What follows belongs to an exercise in optimizing a design on an open flow for small area, a short achievable clock period and few clock cycles per item; a production flow would make more cautious choices. Function was checked by simulation only, so behaviour that the tests miss may differ from the original. No activity file was given, so power comes from the tool's default toggle rates.

$ cat design.v
module cordic_multiply #(
    parameter WL = 16,
    parameter FL = 14,
    parameter N_ITER = 15
)(
    input  wire                 clk,
    input  wire                 rst_n,
    input  wire                 start,
    input  wire signed [WL-1:0] in1,
    input  wire signed [WL-1:0] in2,
    output wire signed [WL-1:0] out,
    output reg                  done
);
    reg  [15:1] ya_r, yb_r;
    reg         c0_r, p16_r;
    wire p1 = ~(in1[0]);
    wire p2 = ~(in1[1]);
    wire p3 = ~(in1[2]);
    wire p4 = ~(in1[3]);
    wire p5 = ~(in1[4]);
    wire p6 = ~(in1[5]);
    wire p7 = ~(in1[6]);
    wire p8 = ~(in1[7]);
    wire p9 = ~(in1[8]);
    wire p10 = ~(in1[9]);
    wire p11 = ~(in1[10]);
    wire p12 = ~(in1[11]);
    wire p13 = ~(in1[12]);
    wire p14 = ~(in1[13]);
    wire p15 = ~(in1[14]);
    wire p16 = ~(~(in1[15]));
    wire p17 = ~(in2[15] & ~in1[0]);
    wire p18 = ~(in2[15]);
    wire p19 = ~(in2[14] & in1[1]);
    wire p20 = ~(in2[13] & in1[2]);
    wire p21 = ~(in2[12] & in1[3]);
    wire p22 = ~(in2[11] & in1[4]);
    wire p23 = ~(in2[10] & in1[5]);
    wire p24 = ~(in2[9] & in1[6]);
    wire p25 = ~(in2[8] & in1[7]);
    wire p26 = ~(in2[7] & in1[8]);
    wire p27 = ~(in2[6] & in1[9]);
    wire p28 = ~(in2[5] & in1[10]);
    wire p29 = ~(in2[4] & in1[11]);
    wire p30 = ~(in2[3] & in1[12]);
    wire p31 = ~(in2[2] & in1[13]);
    wire p32 = ~(~(in2[1] & in1[14]));
    wire p33 = ~(in2[15] & ~in1[1]);
    wire p34 = ~(in2[14] & in1[2]);
    wire p35 = ~(in2[13] & in1[3]);
    wire p36 = ~(in2[12] & in1[4]);
    wire p37 = ~(in2[11] & in1[5]);
    wire p38 = ~(in2[10] & in1[6]);
    wire p39 = ~(in2[9] & in1[7]);
    wire p40 = ~(in2[8] & in1[8]);
    wire p41 = ~(in2[7] & in1[9]);
    wire p42 = ~(in2[6] & in1[10]);
    wire p43 = ~(in2[5] & in1[11]);
    wire p44 = ~(in2[4] & in1[12]);
    wire p45 = ~(in2[3] & in1[13]);
    wire p46 = ~(in2[2] & in1[14]);
    wire p47 = ~(~(in2[1] & in1[15]));
    wire p48 = ~(in2[1] & in1[14]);
    wire p49 = ~(in2[15] & ~in1[2]);
    wire p50 = ~(in2[14] & in1[3]);
    wire p51 = ~(in2[13] & in1[4]);
    wire p52 = ~(in2[12] & in1[5]);
    wire p53 = ~(in2[11] & in1[6]);
    wire p54 = ~(in2[10] & in1[7]);
    wire p55 = ~(in2[9] & in1[8]);
    wire p56 = ~(in2[8] & in1[9]);
    wire p57 = ~(in2[7] & in1[10]);
    wire p58 = ~(in2[6] & in1[11]);
    wire p59 = ~(in2[5] & in1[12]);
    wire p60 = ~(in2[4] & in1[13]);
    wire p61 = ~(in2[3] & in1[14]);
    wire p62 = ~(~(in2[2] & in1[15]));
    wire p63 = ~(in2[15] & ~in1[3]);
    wire p64 = ~(in2[14] & in1[4]);
    wire p65 = ~(in2[13] & in1[5]);
    wire p66 = ~(in2[12] & in1[6]);
    wire p67 = ~(in2[11] & in1[7]);
    wire p68 = ~(in2[10] & in1[8]);
    wire p69 = ~(in2[9] & in1[9]);
    wire p70 = ~(in2[8] & in1[10]);
    wire p71 = ~(in2[7] & in1[11]);
    wire p72 = ~(in2[6] & in1[12]);
    wire p73 = ~(in2[5] & in1[13]);
    wire p74 = ~(in2[4] & in1[14]);
    wire p75 = ~(~(in2[3] & in1[15]));
    wire p76 = ~(in2[15] & ~in1[4]);
    wire p77 = ~(in2[14] & in1[5]);
    wire p78 = ~(in2[13] & in1[6]);
    wire p79 = ~(in2[12] & in1[7]);
    wire p80 = ~(in2[11] & in1[8]);
    wire p81 = ~(in2[10] & in1[9]);
    wire p82 = ~(in2[9] & in1[10]);
    wire p83 = ~(in2[8] & in1[11]);
    wire p84 = ~(in2[7] & in1[12]);
    wire p85 = ~(in2[6] & in1[13]);
    wire p86 = ~(in2[5] & in1[14]);
    wire p87 = ~(~(in2[4] & in1[15]));
    wire p88 = ~(in2[15] & ~in1[5]);
    wire p89 = ~(in2[14] & in1[6]);
    wire p90 = ~(in2[13] & in1[7]);
    wire p91 = ~(in2[12] & in1[8]);
    wire p92 = ~(in2[11] & in1[9]);
    wire p93 = ~(in2[10] & in1[10]);
    wire p94 = ~(in2[9] & in1[11]);
    wire p95 = ~(in2[8] & in1[12]);
    wire p96 = ~(in2[7] & in1[13]);
    wire p97 = ~(in2[6] & in1[14]);
    wire p98 = ~(~(in2[5] & in1[15]));
    wire p99 = ~(in2[15] & ~in1[6]);
    wire p100 = ~(in2[14] & in1[7]);
    wire p101 = ~(in2[13] & in1[8]);
    wire p102 = ~(in2[12] & in1[9]);
    wire p103 = ~(in2[11] & in1[10]);
    wire p104 = ~(in2[10] & in1[11]);
    wire p105 = ~(in2[9] & in1[12]);
    wire p106 = ~(in2[8] & in1[13]);
    wire p107 = ~(in2[7] & in1[14]);
    wire p108 = ~(~(in2[6] & in1[15]));
    wire p109 = ~(in2[15] & ~in1[7]);
    wire p110 = ~(in2[14] & in1[8]);
    wire p111 = ~(in2[13] & in1[9]);
    wire p112 = ~(in2[12] & in1[10]);
    wire p113 = ~(in2[11] & in1[11]);
    wire p114 = ~(in2[10] & in1[12]);
    wire p115 = ~(in2[9] & in1[13]);
    wire p116 = ~(in2[8] & in1[14]);
    wire p117 = ~(~(in2[7] & in1[15]));
    wire p118 = ~(in2[15] & ~in1[8]);
    wire p119 = ~(in2[14] & in1[9]);
    wire p120 = ~(in2[13] & in1[10]);
    wire p121 = ~(in2[12] & in1[11]);
    wire p122 = ~(in2[11] & in1[12]);
    wire p123 = ~(in2[10] & in1[13]);
    wire p124 = ~(in2[9] & in1[14]);
    wire p125 = ~(~(in2[8] & in1[15]));
    wire p126 = ~(in2[15] & ~in1[9]);
    wire p127 = ~(in2[14] & in1[10]);
    wire p128 = ~(in2[13] & in1[11]);
    wire p129 = ~(in2[12] & in1[12]);
    wire p130 = ~(in2[11] & in1[13]);
    wire p131 = ~(in2[10] & in1[14]);
    wire p132 = ~(~(in2[9] & in1[15]));
    wire p133 = ~(in2[15] & ~in1[10]);
    wire p134 = ~(in2[14] & in1[11]);
    wire p135 = ~(in2[13] & in1[12]);
    wire p136 = ~(in2[12] & in1[13]);
    wire p137 = ~(in2[11] & in1[14]);
    wire p138 = ~(~(in2[10] & in1[15]));
    wire p139 = ~(in2[15] & ~in1[11]);
    wire p140 = ~(in2[14] & in1[12]);
    wire p141 = ~(in2[13] & in1[13]);
    wire p142 = ~(in2[12] & in1[14]);
    wire p143 = ~(~(in2[11] & in1[15]));
    wire p144 = ~(in2[15] & ~in1[12]);
    wire p145 = ~(in2[14] & in1[13]);
    wire p146 = ~(in2[13] & in1[14]);
    wire p147 = ~(~(in2[12] & in1[15]));
    wire p148 = ~(in2[15] & ~in1[13]);
    wire p149 = ~(in2[14] & in1[14]);
    wire p150 = ~(~(in2[13] & in1[15]));
    wire p151 = ~(in2[15] & ~in1[14]);
    wire p152 = ~(~(in2[14] & in1[15]));
    wire p153 = ~(in2[15] & ~in1[15]);
    wire p154 = ~(1'b1);
    wire s155, c156;
    cm_fa us155 (.a(p1), .b(p2), .ci(p3), .s(s155), .co(c156));
    wire s157, c158;
    cm_fa us157 (.a(p4), .b(p5), .ci(p6), .s(s157), .co(c158));
    wire s159, c160;
    cm_fa us159 (.a(p7), .b(p8), .ci(p9), .s(s159), .co(c160));
    wire s161, c162;
    cm_fa us161 (.a(p10), .b(p11), .ci(p12), .s(s161), .co(c162));
    wire s163, c164;
    cm_fa us163 (.a(p13), .b(p14), .ci(p15), .s(s163), .co(c164));
    wire s165, c166;
    cm_fa us165 (.a(s155), .b(s157), .ci(s159), .s(s165), .co(c166));
    wire s167, c168;
    cm_fa us167 (.a(s161), .b(s163), .ci(s165), .s(s167), .co(c168));
    wire s169, c170;
    cm_fa us169 (.a(p16), .b(p17), .ci(p18), .s(s169), .co(c170));
    wire s171, c172;
    cm_fa us171 (.a(p19), .b(p20), .ci(p21), .s(s171), .co(c172));
    wire s173, c174;
    cm_fa us173 (.a(p22), .b(p23), .ci(p24), .s(s173), .co(c174));
    wire s175, c176;
    cm_fa us175 (.a(p25), .b(p26), .ci(p27), .s(s175), .co(c176));
    wire s177, c178;
    cm_fa us177 (.a(p28), .b(p29), .ci(p30), .s(s177), .co(c178));
    wire s179, c180;
    cm_fa us179 (.a(p31), .b(p32), .ci(c156), .s(s179), .co(c180));
    wire s181, c182;
    cm_fa us181 (.a(c158), .b(c160), .ci(c162), .s(s181), .co(c182));
    wire s183, c184;
    cm_fa us183 (.a(c164), .b(s169), .ci(s171), .s(s183), .co(c184));
    wire s185, c186;
    cm_fa us185 (.a(s173), .b(s175), .ci(s177), .s(s185), .co(c186));
    wire s187, c188;
    cm_fa us187 (.a(c166), .b(s179), .ci(s181), .s(s187), .co(c188));
    wire s189, c190;
    cm_fa us189 (.a(s183), .b(s185), .ci(c168), .s(s189), .co(c190));
    wire s191, c192;
    cm_fa us191 (.a(p33), .b(p34), .ci(p35), .s(s191), .co(c192));
    wire s193, c194;
    cm_fa us193 (.a(p36), .b(p37), .ci(p38), .s(s193), .co(c194));
    wire s195, c196;
    cm_fa us195 (.a(p39), .b(p40), .ci(p41), .s(s195), .co(c196));
    wire s197, c198;
    cm_fa us197 (.a(p42), .b(p43), .ci(p44), .s(s197), .co(c198));
    wire s199, c200;
    cm_fa us199 (.a(p45), .b(p46), .ci(p47), .s(s199), .co(c200));
    wire s201, c202;
    cm_fa us201 (.a(p48), .b(c170), .ci(c172), .s(s201), .co(c202));
    wire s203, c204;
    cm_fa us203 (.a(c174), .b(c176), .ci(c178), .s(s203), .co(c204));
    wire s205, c206;
    cm_fa us205 (.a(s191), .b(s193), .ci(s195), .s(s205), .co(c206));
    wire s207, c208;
    cm_fa us207 (.a(s197), .b(s199), .ci(c180), .s(s207), .co(c208));
    wire s209, c210;
    cm_fa us209 (.a(c182), .b(c184), .ci(c186), .s(s209), .co(c210));
    wire s211, c212;
    cm_fa us211 (.a(s201), .b(s203), .ci(s205), .s(s211), .co(c212));
    wire s213, c214;
    cm_fa us213 (.a(c188), .b(s207), .ci(s209), .s(s213), .co(c214));
    wire s215, c216;
    cm_fa us215 (.a(s211), .b(c190), .ci(s213), .s(s215), .co(c216));
    wire s217, c218;
    cm_fa us217 (.a(p49), .b(p50), .ci(p51), .s(s217), .co(c218));
    wire s219, c220;
    cm_fa us219 (.a(p52), .b(p53), .ci(p54), .s(s219), .co(c220));
    wire s221, c222;
    cm_fa us221 (.a(p55), .b(p56), .ci(p57), .s(s221), .co(c222));
    wire s223, c224;
    cm_fa us223 (.a(p58), .b(p59), .ci(p60), .s(s223), .co(c224));
    wire s225, c226;
    cm_fa us225 (.a(p61), .b(p62), .ci(c192), .s(s225), .co(c226));
    wire s227, c228;
    cm_fa us227 (.a(c194), .b(c196), .ci(c198), .s(s227), .co(c228));
    wire s229, c230;
    cm_fa us229 (.a(c200), .b(s217), .ci(s219), .s(s229), .co(c230));
    wire s231, c232;
    cm_fa us231 (.a(s221), .b(s223), .ci(c202), .s(s231), .co(c232));
    wire s233, c234;
    cm_fa us233 (.a(c204), .b(c206), .ci(s225), .s(s233), .co(c234));
    wire s235, c236;
    cm_fa us235 (.a(s227), .b(s229), .ci(c208), .s(s235), .co(c236));
    wire s237, c238;
    cm_fa us237 (.a(c210), .b(s231), .ci(c212), .s(s237), .co(c238));
    wire s239, c240;
    cm_fa us239 (.a(s233), .b(s235), .ci(c214), .s(s239), .co(c240));
    wire s241, c242;
    cm_fa us241 (.a(s237), .b(c216), .ci(s239), .s(s241), .co(c242));
    wire s243, c244;
    cm_fa us243 (.a(p63), .b(p64), .ci(p65), .s(s243), .co(c244));
    wire s245, c246;
    cm_fa us245 (.a(p66), .b(p67), .ci(p68), .s(s245), .co(c246));
    wire s247, c248;
    cm_fa us247 (.a(p69), .b(p70), .ci(p71), .s(s247), .co(c248));
    wire s249, c250;
    cm_fa us249 (.a(p72), .b(p73), .ci(p74), .s(s249), .co(c250));
    wire s251, c252;
    cm_fa us251 (.a(p75), .b(c218), .ci(c220), .s(s251), .co(c252));
    wire s253, c254;
    cm_fa us253 (.a(c222), .b(c224), .ci(s243), .s(s253), .co(c254));
    wire s255, c256;
    cm_fa us255 (.a(s245), .b(s247), .ci(s249), .s(s255), .co(c256));
    wire s257, c258;
    cm_fa us257 (.a(c226), .b(c228), .ci(c230), .s(s257), .co(c258));
    wire s259, c260;
    cm_fa us259 (.a(s251), .b(s253), .ci(s255), .s(s259), .co(c260));
    wire s261, c262;
    cm_fa us261 (.a(c232), .b(c234), .ci(s257), .s(s261), .co(c262));
    wire s263, c264;
    cm_fa us263 (.a(c236), .b(s259), .ci(c238), .s(s263), .co(c264));
    wire s265, c266;
    cm_fa us265 (.a(s261), .b(c240), .ci(s263), .s(s265), .co(c266));
    wire s267, c268;
    cm_fa us267 (.a(p76), .b(p77), .ci(p78), .s(s267), .co(c268));
    wire s269, c270;
    cm_fa us269 (.a(p79), .b(p80), .ci(p81), .s(s269), .co(c270));
    wire s271, c272;
    cm_fa us271 (.a(p82), .b(p83), .ci(p84), .s(s271), .co(c272));
    wire s273, c274;
    cm_fa us273 (.a(p85), .b(p86), .ci(p87), .s(s273), .co(c274));
    wire s275, c276;
    cm_fa us275 (.a(c244), .b(c246), .ci(c248), .s(s275), .co(c276));
    wire s277, c278;
    cm_fa us277 (.a(c250), .b(s267), .ci(s269), .s(s277), .co(c278));
    wire s279, c280;
    cm_fa us279 (.a(s271), .b(s273), .ci(c252), .s(s279), .co(c280));
    wire s281, c282;
    cm_fa us281 (.a(c254), .b(c256), .ci(s275), .s(s281), .co(c282));
    wire s283, c284;
    cm_fa us283 (.a(s277), .b(c258), .ci(s279), .s(s283), .co(c284));
    wire s285, c286;
    cm_fa us285 (.a(c260), .b(s281), .ci(c262), .s(s285), .co(c286));
    wire s287, c288;
    cm_fa us287 (.a(s283), .b(c264), .ci(s285), .s(s287), .co(c288));
    wire s289, c290;
    cm_fa us289 (.a(p88), .b(p89), .ci(p90), .s(s289), .co(c290));
    wire s291, c292;
    cm_fa us291 (.a(p91), .b(p92), .ci(p93), .s(s291), .co(c292));
    wire s293, c294;
    cm_fa us293 (.a(p94), .b(p95), .ci(p96), .s(s293), .co(c294));
    wire s295, c296;
    cm_fa us295 (.a(p97), .b(p98), .ci(c268), .s(s295), .co(c296));
    wire s297, c298;
    cm_fa us297 (.a(c270), .b(c272), .ci(c274), .s(s297), .co(c298));
    wire s299, c300;
    cm_fa us299 (.a(s289), .b(s291), .ci(s293), .s(s299), .co(c300));
    wire s301, c302;
    cm_fa us301 (.a(c276), .b(c278), .ci(s295), .s(s301), .co(c302));
    wire s303, c304;
    cm_fa us303 (.a(s297), .b(s299), .ci(c280), .s(s303), .co(c304));
    wire s305, c306;
    cm_fa us305 (.a(c282), .b(s301), .ci(c284), .s(s305), .co(c306));
    wire s307, c308;
    cm_fa us307 (.a(s303), .b(c286), .ci(s305), .s(s307), .co(c308));
    wire s309, c310;
    cm_fa us309 (.a(p99), .b(p100), .ci(p101), .s(s309), .co(c310));
    wire s311, c312;
    cm_fa us311 (.a(p102), .b(p103), .ci(p104), .s(s311), .co(c312));
    wire s313, c314;
    cm_fa us313 (.a(p105), .b(p106), .ci(p107), .s(s313), .co(c314));
    wire s315, c316;
    cm_fa us315 (.a(p108), .b(c290), .ci(c292), .s(s315), .co(c316));
    wire s317, c318;
    cm_fa us317 (.a(c294), .b(s309), .ci(s311), .s(s317), .co(c318));
    wire s319, c320;
    cm_fa us319 (.a(s313), .b(c296), .ci(c298), .s(s319), .co(c320));
    wire s321, c322;
    cm_fa us321 (.a(c300), .b(s315), .ci(s317), .s(s321), .co(c322));
    wire s323, c324;
    cm_fa us323 (.a(c302), .b(s319), .ci(s321), .s(s323), .co(c324));
    wire s325, c326;
    cm_fa us325 (.a(c304), .b(s323), .ci(c306), .s(s325), .co(c326));
    wire s327, c328;
    cm_fa us327 (.a(p109), .b(p110), .ci(p111), .s(s327), .co(c328));
    wire s329, c330;
    cm_fa us329 (.a(p112), .b(p113), .ci(p114), .s(s329), .co(c330));
    wire s331, c332;
    cm_fa us331 (.a(p115), .b(p116), .ci(p117), .s(s331), .co(c332));
    wire s333, c334;
    cm_fa us333 (.a(c310), .b(c312), .ci(c314), .s(s333), .co(c334));
    wire s335, c336;
    cm_fa us335 (.a(s327), .b(s329), .ci(s331), .s(s335), .co(c336));
    wire s337, c338;
    cm_fa us337 (.a(c316), .b(c318), .ci(s333), .s(s337), .co(c338));
    wire s339, c340;
    cm_fa us339 (.a(s335), .b(c320), .ci(c322), .s(s339), .co(c340));
    wire s341, c342;
    cm_fa us341 (.a(s337), .b(c324), .ci(s339), .s(s341), .co(c342));
    wire s343, c344;
    cm_fa us343 (.a(p118), .b(p119), .ci(p120), .s(s343), .co(c344));
    wire s345, c346;
    cm_fa us345 (.a(p121), .b(p122), .ci(p123), .s(s345), .co(c346));
    wire s347, c348;
    cm_fa us347 (.a(p124), .b(p125), .ci(c328), .s(s347), .co(c348));
    wire s349, c350;
    cm_fa us349 (.a(c330), .b(c332), .ci(s343), .s(s349), .co(c350));
    wire s351, c352;
    cm_fa us351 (.a(s345), .b(c334), .ci(c336), .s(s351), .co(c352));
    wire s353, c354;
    cm_fa us353 (.a(s347), .b(s349), .ci(c338), .s(s353), .co(c354));
    wire s355, c356;
    cm_fa us355 (.a(s351), .b(c340), .ci(s353), .s(s355), .co(c356));
    wire s357, c358;
    cm_fa us357 (.a(p126), .b(p127), .ci(p128), .s(s357), .co(c358));
    wire s359, c360;
    cm_fa us359 (.a(p129), .b(p130), .ci(p131), .s(s359), .co(c360));
    wire s361, c362;
    cm_fa us361 (.a(p132), .b(c344), .ci(c346), .s(s361), .co(c362));
    wire s363, c364;
    cm_fa us363 (.a(s357), .b(s359), .ci(c348), .s(s363), .co(c364));
    wire s365, c366;
    cm_fa us365 (.a(c350), .b(s361), .ci(c352), .s(s365), .co(c366));
    wire s367, c368;
    cm_fa us367 (.a(s363), .b(c354), .ci(s365), .s(s367), .co(c368));
    wire s369, c370;
    cm_fa us369 (.a(p133), .b(p134), .ci(p135), .s(s369), .co(c370));
    wire s371, c372;
    cm_fa us371 (.a(p136), .b(p137), .ci(p138), .s(s371), .co(c372));
    wire s373, c374;
    cm_fa us373 (.a(c358), .b(c360), .ci(s369), .s(s373), .co(c374));
    wire s375, c376;
    cm_fa us375 (.a(s371), .b(c362), .ci(s373), .s(s375), .co(c376));
    wire s377, c378;
    cm_fa us377 (.a(c364), .b(s375), .ci(c366), .s(s377), .co(c378));
    wire s379, c380;
    cm_fa us379 (.a(p139), .b(p140), .ci(p141), .s(s379), .co(c380));
    wire s381, c382;
    cm_fa us381 (.a(p142), .b(p143), .ci(c370), .s(s381), .co(c382));
    wire s383, c384;
    cm_fa us383 (.a(c372), .b(s379), .ci(c374), .s(s383), .co(c384));
    wire s385, c386;
    cm_fa us385 (.a(s381), .b(c376), .ci(s383), .s(s385), .co(c386));
    wire s387, c388;
    cm_fa us387 (.a(p144), .b(p145), .ci(p146), .s(s387), .co(c388));
    wire s389, c390;
    cm_fa us389 (.a(p147), .b(c380), .ci(s387), .s(s389), .co(c390));
    wire s391, c392;
    cm_fa us391 (.a(c382), .b(s389), .ci(c384), .s(s391), .co(c392));
    wire s393, c394;
    cm_fa us393 (.a(p148), .b(p149), .ci(p150), .s(s393), .co(c394));
    wire s395, c396;
    cm_fa us395 (.a(c388), .b(s393), .ci(c390), .s(s395), .co(c396));
    wire s397, c398;
    cm_fa us397 (.a(p151), .b(p152), .ci(c394), .s(s397), .co(c398));
    wire s399, c400;
    cm_fa us399 (.a(p153), .b(p154), .ci(c398), .s(s399), .co(c400));
    wire [16:0] ya = {s399, c396, c392, c386, c378, c368, c356, c342, c326, c308, c288, c266, c242, s241, s215, s187, s167};
    wire [16:0] yb = {1'b1, s397, s395, s391, s385, s377, s367, s355, s341, s325, s307, s287, s265, 1'b1, 1'b1, s189, 1'b1};
    wire        cy0 = ya[0] | yb[0];        
    wire        sx16 = ~(ya[16] ^ yb[16]);  
    always @(posedge clk) begin
        ya_r  <= ya[15:1];
        yb_r  <= yb[15:1];
        c0_r  <= cy0;
        p16_r <= sx16;
    end
    wire [16:0] sum = {p16_r, ya_r, 1'b1} + {1'b1, yb_r, c0_r};
    assign out = ~sum[16:1];
    always @(posedge clk or negedge rst_n)
        if (!rst_n) done <= 1'b0;
        else        done <= start;
endmodule
module cm_han (
    input  wire a,
    input  wire b,
    output wire s,
    output wire co
);
    assign s  = ~(a ^ b);
    assign co = a | b;
endmodule
module cm_fa (
    input  wire a,
    input  wire b,
    input  wire ci,
    output wire s,
    output wire co
);
    assign s  = a ^ b ^ ci;
    assign co = (a & b) | (a & ci) | (b & ci);
endmodule
$ cat flow/run.sh
#!/bin/bash
# Layout flow: the standard flow (standard.sh, unchanged synthesis and
# steps), except that
#  - the port buffers are the platform's smallest buffer (buf_1) instead of
#    the default pick; repair_design still resizes them where a load needs it;
#  - clock tree synthesis clusters all sinks under one leaf level and adds no
#    dummy loads.
# The full output goes to standard.log in this folder.
set -euo pipefail
export BUFFER_PORTS_ARGS="-buffer_cell sky130_fd_sc_hd__buf_1"
export CTS_ARGS="-sink_clustering_enable -repair_clock_nets -buf_list sky130_fd_sc_hd__clkbuf_4 -sink_clustering_size 16 -dont_use_dummy_load"
bash standard.sh > standard.log 2>&1
$ cat standard.sh
#!/bin/bash
# synth_recipe.tcl (not shown) runs the flow's synth.tcl, then flattens the netlist and writes it again
# the make line also repeats each setting of config.mk as NAME=value (left out here)
make -C /OpenROAD-flow-scripts/flow DESIGN_CONFIG=/design/flow/config.mk WORK_HOME=/design/flow/orfs CLKGATE_MAP_FILE= SYNTH_SCRIPT=/design/flow/synth_recipe.tcl "${@:-finish}"
$ cat config.mk
export PLATFORM = sky130hd
export DESIGN_NAME = cordic_multiply
export DESIGN_NICKNAME = cordic_multiply
export VERILOG_FILES = /design/flow/design.v
export SDC_FILE = /design/flow/constraint.sdc
export NUM_CORES = 4
export LEC_CHECK = 0
export CAP_MARGIN = 20
export CORE_MARGIN = 2
export CORE_UTILIZATION = 40
export CTS_BUF_LIST = sky130_fd_sc_hd__clkbuf_4
export SETUP_SLACK_MARGIN = 2.5
export SLEW_MARGIN = 20
export SYNTH_HIERARCHICAL = 1
export SYNTH_MINIMUM_KEEP_SIZE = 0
$ cat constraint.sdc
create_clock -name core_clock -period 7.0 [get_ports {clk}]
set_input_delay 1.4000 -clock core_clock [delete_from_list [all_inputs] [get_ports {clk}]]
set_output_delay 1.4000 -clock core_clock [all_outputs]
set_load 0.01 [all_outputs]
==> summary.md, run 1 <==
| Metric | Value |
|---|---|
| Via density | 5.28 |
| CTS tree | built |
| Most frequent cell after synthesis | nand2_1 |
| CTS Buf Count | 5 |
| WL per Instance | 18.4 microns |
| Pwr Density | 379 mW/mm^2 |
| Worst vdd ir | 0.366 mV |
| Total power | 1.84 mW |
| Most instantiated cells after synthesis | nand2_1 (125), fa_1 (123), dfxtp_1 (29), inv_1 (22), clkbuf_1 (18) |
| Layout cells sized above 1 | 6.49% |
| Horiz. Die Dim | 110 microns |
| Setup Buffers After CTS | 0 |
| Slew Viols, Final | 0 |
| Synthesized cell area | 0.00447 sq mm |
| Max-cap violations | 0 |
| Setup TNS | 0 ns |
| Area contributors post-synth | fa_1 (55%), dfxtp_1 (13%), nand2_1 (11%) |
| RSZ-0062 raised after global routing | yes |
| CP max FO | 13 |
| Sink Count | 30 |
| Ys async rst share | 3.33% |
| Final Hold Vio Count | 0 |
| Grt ovf | 0 |
| Placed instance count | 597 |
| Leak | 1.87 nW |
| Fmax | 225 MHz |
| Number of enable flip-flop cells after synthesis | 0 |
| Class of the most critical setup path | primary input to flop |
| Setup ws final | 2.55 ns |
| Final core occ | 44.6% |
| Port Buffers | 50 |
| Row cnt | 38 |
| Cell taking the most area after synthesis | fa_1 |
| Io pins | 52 |
| Minimum clock period | 4.45 ns |
| Number of iterations in the first detailed-routing pass | 4 |
| Global-route wire length before repair | 18300 microns |
| H-tree levels | 2 |
| DRC violations left | 0 |
| Total Die Area | 0.0120 sq mm |
| CTS root buf | clkbuf_4 |
| Detailed-route via count | 3179 |
| Synth cell types | 41 |
| Detailed Place HPWL | 9020 microns |
| DRT iter0 DRCs | 195 |
| Gr usage total | 20.4% |
| Clock Path Buffers | 2 |
| Hold Buf Count CTS | 0 |
| Post-DRT Antenna Nets | 0 |
| Post-Route WL | 11100 microns |
| Starting Density | 41.0% |
| Critical Path RT | 7.17 ns |
| Sequential share of the synthesized area | 13.6% |
| Setup slack at placement | 1.91 ns |
| Yosys Warn Count | 7 |
| CP startpoint kind | primary input |
| Synth Net Count | 593 |
| GPL Wtd Cong | 0.878 |
| Post-Layout Cell Count | 602 |
| Min-Delay Path Class | primary input to asynchronous set/reset pin |
| Core area | 0.0109 sq mm |
| Nets@finish | 636 |
| Avg Inst Size Synth | 10.6 sq um |
| WP data arrival | 4.61 ns |
| Final period util | 63.5% |
| Post-synthesis register bit count | 30 |
| Largest net degree at the start of global routing | 18 |
| Clock slew at reported path FFs | 0.08 ns |
| Crit. End Element | flop |
| Endpoints failing setup | 0 |
| Share of the synthesized area in the top cell type | 55.1% |
| N_diodes | 0 |
| Status | no timing/DRC/antenna violations |
| Vias in the first global route | 3527 |
| Initial antenna violation count | 0 |
| Die Height | 110 microns |
| Area Overhead vs Synth | 8.77% |
| Synth Instances | 421 |
| Synth Flop Type | dfxtp_1 |
-- per-stage QoR --
step                cell area [sq um]  hold WS [ns]
floorplan                        4500          1.10
global placement                 4800          1.16
detailed placement               4800          1.17
CTS                              4850         0.822
global route                     4860         0.815
finish                           4860         0.839
-- routing by layer --
metal | track usage [%] | wire length, microns | vias up
met3 | 2.73 | 542 | 24
met1 | 27.9 | 4980 | 1634
met5 | 0 | 0 | -
met2 | 34.1 | 5300 | 121
met4 | 5.97 | 279 | 0
li1 | - | - | 1400
-- kinds of logic (layout without fill, tap and decap cells) --
| logic type | Yosys count | after routing | synth area share [%] |
|---|---|---|---|
| compound gates | 34 | 34 | 5.29 |
| xor+xnor | 10 | 10 | 1.96 |
| fa+ha+maj | 137 | 137 | 59.0 |
| buf+inv | 40 | 81 | 3.36 |
| flops | 30 | 30 | 13.6 |
| mux | 1 | 1 | 0.224 |
| other cells | 1 | 1 | 0.0839 |
| simple gates | 168 | 168 | 16.5 |
-- critical path, cell delays in order --
cell,delay [ns]
buf_1,0.06
buf_4,0.22
nand2_1,0.12
fa_1,0.47
fa_1,0.46
fa_1,0.49
fa_1,0.41
fa_1,0.54
fa_1,0.43
-- final timing paths --
check / end / from / slack, ns / cells after the start
setup / recovery: yb_r[5]$_DFF_P_ / in2[12] / 2.55 / 9
hold / removal: done$_DFF_PN0_ / rst_n / 0.84 / 1
max in group asynchronous: done$_DFF_PN0_ / rst_n / 6.06 / 1
min in group core_clock: done$_DFF_PN0_ / start / 1.19 / 1
-- power breakdown --
part,internal [mW],switching [mW]
clock,0.0334,0.0473
combinational,0.617,0.846
sequential,0.267,0.0304
-- placed cells by master, fill, tap and decap left out, types with 7 or more instances in the layout --
master and n:
nand2_1 125, fa_1 122, buf_1 34, dfxtp_1 29
inv_1 22, and2_1 16, ha_1 14, buf_2 10
a21oi_1 8, nand3_1 7
-- per-module statistics from Yosys (local to each module, per instance) --
| module | cells | times used | flops+latches |
|---|---|---|---|
| cm_fa | 1 | 123 | 0 |
| cordic_multiply | 298 | 1 | 30 |
-- final cells by class --
class	instances	area, sq um
clock buffers	5	37.5
well taps	140	175
inverters	22	82.6
fillers	1027	6030
repair buffers	54	244
flip-flops and latches	30	606
multi-input cells	351	3710
-- timing repair --
| item | in CTS | in global routing |
|---|---|---|
| gates resized for setup | 11 | 7 |
| endpoints found under the setup margin | 10 | 10 |
| gates cloned | 0 | 0 |
-- state kept, by name, indices dropped and copies added (netlist names) --
signal  count
done        1
p16_r       1
ya_r       15
yb_r       13
Testbench counts, summed over its fixed seeds: cycles 1,608, items 1,600.
==> inputs of run 2 (changes only) <==
==> flow/run.sh (replaced) <==
#!/bin/bash
# Layout flow: the standard flow (standard.sh, unchanged synthesis and
# steps), except that the port buffers are the platform's smallest buffer
# (buf_1) instead of the default pick; repair_design still resizes them where
# a load needs it.  The full output goes to standard.log in this folder.
set -euo pipefail
export BUFFER_PORTS_ARGS="-buffer_cell sky130_fd_sc_hd__buf_1"
bash standard.sh > standard.log 2>&1
--- a/config.mk
+++ b/config.mk
@@ -9,7 +9,8 @@
 export CORE_MARGIN = 2
 export CORE_UTILIZATION = 40
 export CTS_BUF_LIST = sky130_fd_sc_hd__clkbuf_4
-export SETUP_SLACK_MARGIN = 2.5
+export PLACE_DENSITY = 0.75
+export SETUP_SLACK_MARGIN = 2.9
 export SLEW_MARGIN = 20
 export SYNTH_HIERARCHICAL = 1
 export SYNTH_MINIMUM_KEEP_SIZE = 0
==> run 2 against run 1 <==
Setup slack improved by 0.31 ns. Utilization rose by 4.1 points. Sequential power barely moved. Highest routed layer unchanged. Cell count rose by 1.8%. Still clean.
==> summary.md, run 2 <==
| Metric | Value |
|---|---|
| CP max FO | 9 |
| Detailed-route via count | 3311 |
| CP peak stage delay | 0.55 ns |
| Synth cell types | 41 |
| Worst Path Buf+Inv | 1 |
| Class of the most critical setup path | primary input to flop |
| Row cnt | 38 |
| Cell family with most CP delay | adder cells |
| Most instantiated cells after synthesis | nand2_1 (125), fa_1 (123), dfxtp_1 (29), inv_1 (22), clkbuf_1 (18) |
| Status | no timing/DRC/antenna violations |
| Max FFs per register | 15 |
| Grt ovf | 0 |
| Endpoints failing setup | 0 |
| Cell taking the most area after synthesis | fa_1 |
| Clock Path Buffers | 2 |
| Via density | 5.40 |
| Number of enable flip-flop cells after synthesis | 0 |
| CTS Buf Count | 5 |
| Synth Instances | 421 |
| Pwr Density | 360 mW/mm^2 |
| Synth Flop Type | dfxtp_1 |
| Largest registers | ya_r x15, yb_r x13 |
| Initial antenna violation count | 0 |
| Avg Inst Size Synth | 10.6 sq um |
| DRT iter0 DRCs | 293 |
| Total Die Area | 0.0120 sq mm |
| Gr usage total | 20.6% |
| Commonest non-fill, non-tap cell in the layout | nand2_1 |
| Nets@finish | 644 |
| Final period util | 59.1% |
| Ys async rst share | 3.33% |
| Synthesized-area fraction occupied by adder cells | 59.0% |
| Sink Count | 30 |
| Port Buffers | 50 |
| Yosys Warn Count | 7 |
| Hold Buf Count CTS | 0 |
| Crit path cell chain | buf_4, nand2_1, fa_2, fa_2, fa_2, fa_2, fa_2, fa_1 |
| Leak | 2.01 nW |
| Post-Synth Simple-Gate Area | 16.5% |
| Synth Net Count | 593 |
| Sequential share of the synthesized area | 13.6% |
| Share of the synthesized area in the top cell type | 55.1% |
| Clock slew at reported path FFs | 0.09 ns |
| Seq. cell area | 606 sq um |
| Detailed Place HPWL | 9000 microns |
| Largest net degree at the start of global routing | 18 |
| Largest family of logic cells by synthesized area | adder cells |
| Xor and xnor area share after synthesis | 1.96% |
| RSZ-0062 raised after global routing | yes |
| WL per Instance | 18.4 microns |
| Most frequent cell after synthesis | nand2_1 |
| Max-cap violations | 0 |
| CTS tree | built |
| WP data arrival | 4.33 ns |
| H-tree levels | 2 |
| Area contributors post-synth | fa_1 (55%), dfxtp_1 (13%), nand2_1 (11%) |
| Min-Delay Path Class | primary input to asynchronous set/reset pin |
| Post-synthesis compound-gate area fraction | 5.29% |
| Critical Path RT | 7.19 ns |
| Most frequent cells in the layout | nand2_1 (110), fa_1 (76), fa_2 (47), dfxtp_1 (29), buf_1 (24) |
| GPL Wtd Cong | 0.888 |
| Fillers | 1017 |
| Crit. End Element | flop |
| Setup TNS | 0 ns |
| Largest Register | ya_r |
| Core area | 0.0109 sq mm |
| Synthesized cell area | 0.00447 sq mm |
| Io pins | 52 |
| Post-DRT Antenna Nets | 0 |
| Layout cells sized above 1 | 24.3% |
| Number of iterations in the first detailed-routing pass | 4 |
| Final Hold Vio Count | 0 |
| Multi-input logic area | 0.00388 sq mm |
| Die Height | 110 microns |
| Final core occ | 48.8% |
| Most used cell, CP | fa_2 |
| Critical path's slowest cell | fa_2 |
| DRC violations left | 0 |
| Vias in the first global route | 3599 |
| N_diodes | 0 |
| Fmax | 242 MHz |
| CP startpoint kind | primary input |
| Minimum clock period | 4.14 ns |
| Area Overhead vs Synth | 18.8% |
| Global-route wire length before repair | 18600 microns |
| Starting Density | 41.0% |
| Worst vdd ir | 0.376 mV |
| CTS root buf | clkbuf_4 |
| Post-synthesis register bit count | 30 |
| Horiz. Die Dim | 110 microns |
| Post-synthesis mux area share | 0.224% |
| Post-Route WL | 11300 microns |
| Slew Viols, Final | 0 |
-- run 2: report_power, final --
part	switching, mW	internal [mW]	leakage [nW]
combinational	0.854	0.669	1.72
sequential	0.0297	0.267	0.256
clock	0.0516	0.0415	0.0331
total	0.935	0.978	2.01
-- run 2: what timing repair did --
item | 4_1_cts | 5_1_grt
setup buffers | 4 | 6
hold endpoints to repair | 0 | 0
gates resized for setup | 68 | 49
setup endpoints to repair | 19 | 8
pin swaps | 9 | 28
-- run 2: final cells by class --
type | instances | share of cell area [%]
multi-input cells | 351 | 73.1
flip-flops and latches | 30 | 11.4
repair buffers | 62 | 9.61
well taps | 140 | 3.30
inverters | 22 | 1.60
clock buffers | 6 | 0.848
clock inverters | 2 | 0.165
-- run 2: modules after synthesis (local to each module, per instance) --
module	area [sq um]	flip-flops and latches	cells inside	copies in the design
cordic_multiply	2010	30	298	1
cm_fa	20.0	0	1	123
-- run 2: layer usage --
metal,up-vias,routed length [microns],global-route usage [%]
li1,1414,-,-
met1,1700,4530,27.2
met2,169,5610,35.5
met3,28,856,2.79
met4,0,302,5.97
met5,-,0,0
-- run 2: worst max-delay path by stage --
| stage | startpoint | to | slack [ns] | cells after the start |
|---|---|---|---|---|
| final | in2[8] | yb_r[4]$_DFF_P_ | 2.86 | 8 |
| after global routing | in2[8] | yb_r[4]$_DFF_P_ | 2.83 | 8 |
| after CTS | in2[12] | ya_r[3]$_DFF_P_ | 2.88 | 8 |
| after detailed placement | in2[14] | ya_r[3]$_DFF_P_ | 1.94 | 8 |
| after global placement | in2[14] | ya_r[3]$_DFF_P_ | 1.97 | 8 |
| after floorplan | in2[15] | ya_r[3]$_DFF_P_ | 2.62 | 9 |
-- run 2: cell families (layout without fill, tap and decap cells) --
logic type	count (synthesis)	after routing
AOI/OAI and AO/OA	34	34
xor gates and xnor gates	10	10
adders and majority gates	137	137
buffers and inverters	40	92
DFF	30	30
muxes	1	1
other	1	1
and+or+nand+nor	168	168
-- run 2: stage by stage --
stage	worst slack, ns	std cells	instance area (sq um)	total power, mW	hold WS [ns]
3_5_place_dp	1.94	595	4870	1.78	1.17
3_3_place_gp	1.97	595	4870	1.73	1.16
4_1_cts	2.88	607	5120	1.90	0.819
5_1_grt	2.83	613	5310	2.12	0.806
2_1_floorplan	2.62	421	4700	1.34	1.10
6_report	2.86	613	5310	1.91	0.835
==> inputs of run 3 (changes only) <==
--- a/config.mk
+++ b/config.mk
@@ -9,8 +9,7 @@
 export CORE_MARGIN = 2
 export CORE_UTILIZATION = 40
 export CTS_BUF_LIST = sky130_fd_sc_hd__clkbuf_4
-export PLACE_DENSITY = 0.75
-export SETUP_SLACK_MARGIN = 2.9
+export SETUP_SLACK_MARGIN = 2.5
 export SLEW_MARGIN = 20
 export SYNTH_HIERARCHICAL = 1
 export SYNTH_MINIMUM_KEEP_SIZE = 0
==> run 3 against run 2 <==
Still clean. Synthesized cell count stayed put. Highest routed layer unchanged. Critical path type unchanged. Cell area fell by 8.2%. Sequential power barely moved.
==> summary.md, run 3 <==
| Metric | Value |
|---|---|
| Sequential share of the synthesized area | 13.6% |
| CTS root buf | clkbuf_4 |
| Fmax | 227 MHz |
| Ys async rst share | 3.33% |
| N_diodes | 0 |
| Min-Delay Path Class | primary input to asynchronous set/reset pin |
| Slew Viols, Final | 0 |
| Synthesized cell area | 0.00447 sq mm |
| Cell taking the most area after synthesis | fa_1 |
| Row cnt | 38 |
| Worst vdd ir | 0.368 mV |
| Clock slew at reported path FFs | 0.09 ns |
| Horiz. Die Dim | 110 microns |
| CTS tree | built |
| Crit. End Element | flop |
| Max FFs per register | 15 |
| Fin area | 0.00488 sq mm |
| Crit path cell chain | buf_1, buf_4, nand2_1, fa_1, fa_1, fa_1, fa_1, fa_1, fa_1 |
| Most used cell, CP | fa_1 |
| Initial antenna violation count | 0 |
| Avg Inst Size Synth | 10.6 sq um |
| Largest family of logic cells by synthesized area | adder cells |
| Area Overhead vs Synth | 9.13% |
| Share of the synthesized area in the top cell type | 55.1% |
| H-tree levels | 2 |
| GPL Wtd Cong | 0.878 |
| Largest registers | ya_r x15, yb_r x13 |
| Post-synthesis compound-gate area fraction | 5.29% |
| Total power | 1.86 mW |
| Final Hold Vio Count | 0 |
| Yosys Warn Count | 7 |
| Gr usage total | 20.5% |
| RSZ-0062 raised after global routing | no |
| Detailed Place HPWL | 9020 microns |
| Grt ovf | 0 |
| Post-DRT Antenna Nets | 0 |
| Most instantiated cells after synthesis | nand2_1 (125), fa_1 (123), dfxtp_1 (29), inv_1 (22), clkbuf_1 (18) |
| Pwr Density | 381 mW/mm^2 |
| Sink Count | 30 |
| Die Height | 110 microns |
| Most frequent cell after synthesis | nand2_1 |
| Status | no timing/DRC/antenna violations |
| Largest net degree at the start of global routing | 18 |
| Setup TNS | 0 ns |
| Placed instance count | 597 |
| Number of iterations in the first detailed-routing pass | 5 |
| Starting Density | 41.0% |
| Setup Buffers After CTS | 0 |
| Cts repair resizes | 11 |
| Nets@finish | 636 |
| Leak | 1.88 nW |
| Critical path's slowest cell | fa_1 |
| Post-synthesis register bit count | 30 |
| CP max FO | 13 |
| Synthesized-area fraction occupied by adder cells | 59.0% |
| Synth Instances | 421 |
| Post-Route WL | 11200 microns |
| Post-Synth Simple-Gate Area | 16.5% |
| Synth Net Count | 593 |
| CP peak stage delay | 0.51 ns |
| DRC violations left | 0 |
| Clock Path Buffers | 2 |
| Critical Path RT | 7.17 ns |
| Hold Buf Count CTS | 0 |
| Xor and xnor area share after synthesis | 1.96% |
| Synth cell types | 41 |
| Most frequent cells in the layout | nand2_1 (125), fa_1 (122), buf_1 (34), dfxtp_1 (29), inv_1 (22) |
| Worst Path Buf+Inv | 2 |
| Cell area after placement | 0.00480 sq mm |
| Number of enable flip-flop cells after synthesis | 0 |
| Cell family with most CP delay | adder cells |
| Post-Layout Cell Count | 605 |
| CTS Buf Count | 5 |
| Core area | 0.0109 sq mm |
| Layout cells sized above 1 | 6.88% |
| DRT iter0 DRCs | 186 |
| Setup slack at placement | 1.91 ns |
| Final period util | 63.0% |
| Area contributors post-synth | fa_1 (55%), dfxtp_1 (13%), nand2_1 (11%) |
| Minimum clock period | 4.41 ns |
| Port Buffers | 50 |
| CP startpoint kind | primary input |
| Io pins | 52 |
| Hold slack | 0.832 ns |
| Post-synthesis mux area share | 0.224% |
| Class of the most critical setup path | primary input to flop |
| WL per Instance | 18.5 microns |
| Max-cap violations | 0 |
| Vias in the first global route | 3529 |
| WP data arrival | 4.58 ns |
| Endpoints failing setup | 0 |
| Via density | 5.25 |
| Commonest non-fill, non-tap cell in the layout | nand2_1 |
| Global-route wire length before repair | 18400 microns |
| Setup ws final | 2.59 ns |
| Total Die Area | 0.0120 sq mm |
| Synth Flop Type | dfxtp_1 |
| Detailed-route via count | 3175 |
| Final core occ | 44.8% |
| Largest Register | ya_r |
-- run 3: metal layers --
metal | share of wire [%] | vias to the layer above | global-route usage [%]
li1 | - | 1405 | -
met1 | 44 | 1631 | 27.9
met2 | 48 | 115 | 34.4
met3 | 5.5 | 24 | 2.73
met4 | 2.6 | 0 | 5.97
met5 | 0 | - | 0
-- run 3: cell families after synthesis --
group	count (synthesis)
simple gates	168
fa+ha+maj	137
buf+inv	40
compound gates	34
flops	30
xor+xnor	10
other cells	1
mux	1
-- run 3: worst paths after layout --
check,start,to,slack (ns),cells past startpoint
worst min-delay path,rst_n,done$_DFF_PN0_,0.83,1
worst max-delay path,in2[12],yb_r[6]$_DFF_P_,2.59,9
min in group core_clock,start,done$_DFF_PN0_,1.19,1
max in group asynchronous,rst_n,done$_DFF_PN0_,6.07,1
-- run 3: final cells by class --
type,count,area [sq um]
clock inverter,2,8.76
inverter,22,82.6
timing repair buffer,54,244
multi-input combinational,351,3710
clock buffer,6,45.0
fill,1026,6010
sequential,30,606
tap,140,175
-- run 3: per-module statistics from Yosys, one instance, submodules excluded --
| module | times used | cell area [sq um] | cells inside |
|---|---|---|---|
| cordic_multiply | 1 | 2010 | 298 |
| cm_fa | 123 | 20.0 | 1 |
-- run 3: report_power, final --
group	switching, mW	total [mW]	internal (mW)
logic	0.847	1.46	0.618
clock network	0.0535	0.0950	0.0415
registers	0.0307	0.298	0.267
total	0.931	1.86	0.927

==> what the ideal ports hide <==
In the flow no input, the clock included, has a driving cell. The finished layouts below were timed again as built, in two steps. Step 1 (the two cells are an assumption about what drives the block):
set clk [get_ports {clk}]
set_driving_cell -lib_cell sky130_fd_sc_hd__clkbuf_16 $clk
set_driving_cell -lib_cell sky130_fd_sc_hd__buf_2 [delete_from_list [all_inputs] $clk]
Step 2 times the ports against the registers' clock, not the clock port: input delays grow and output delays shrink by t, the midpoint of the rising clock arrivals with the driver on. Slacks: ideal ports / drivers / drivers and shift; pairs: ideal ports / drivers.
run	t, ns	setup slack, ns	worst setup path after step 2
run 1	0.323	2.555 / 2.556 / 2.233	input to register
run 2	0.329	2.861 / 2.828 / 2.499	input to register
run 3	0.331	2.592 / 2.593 / 2.262	input to register
After both steps setup and hold are still met in every run listed. The setup slack of run 2, which loses most, moves by -0.033 ns with the drivers and by -0.362 ns with both steps.
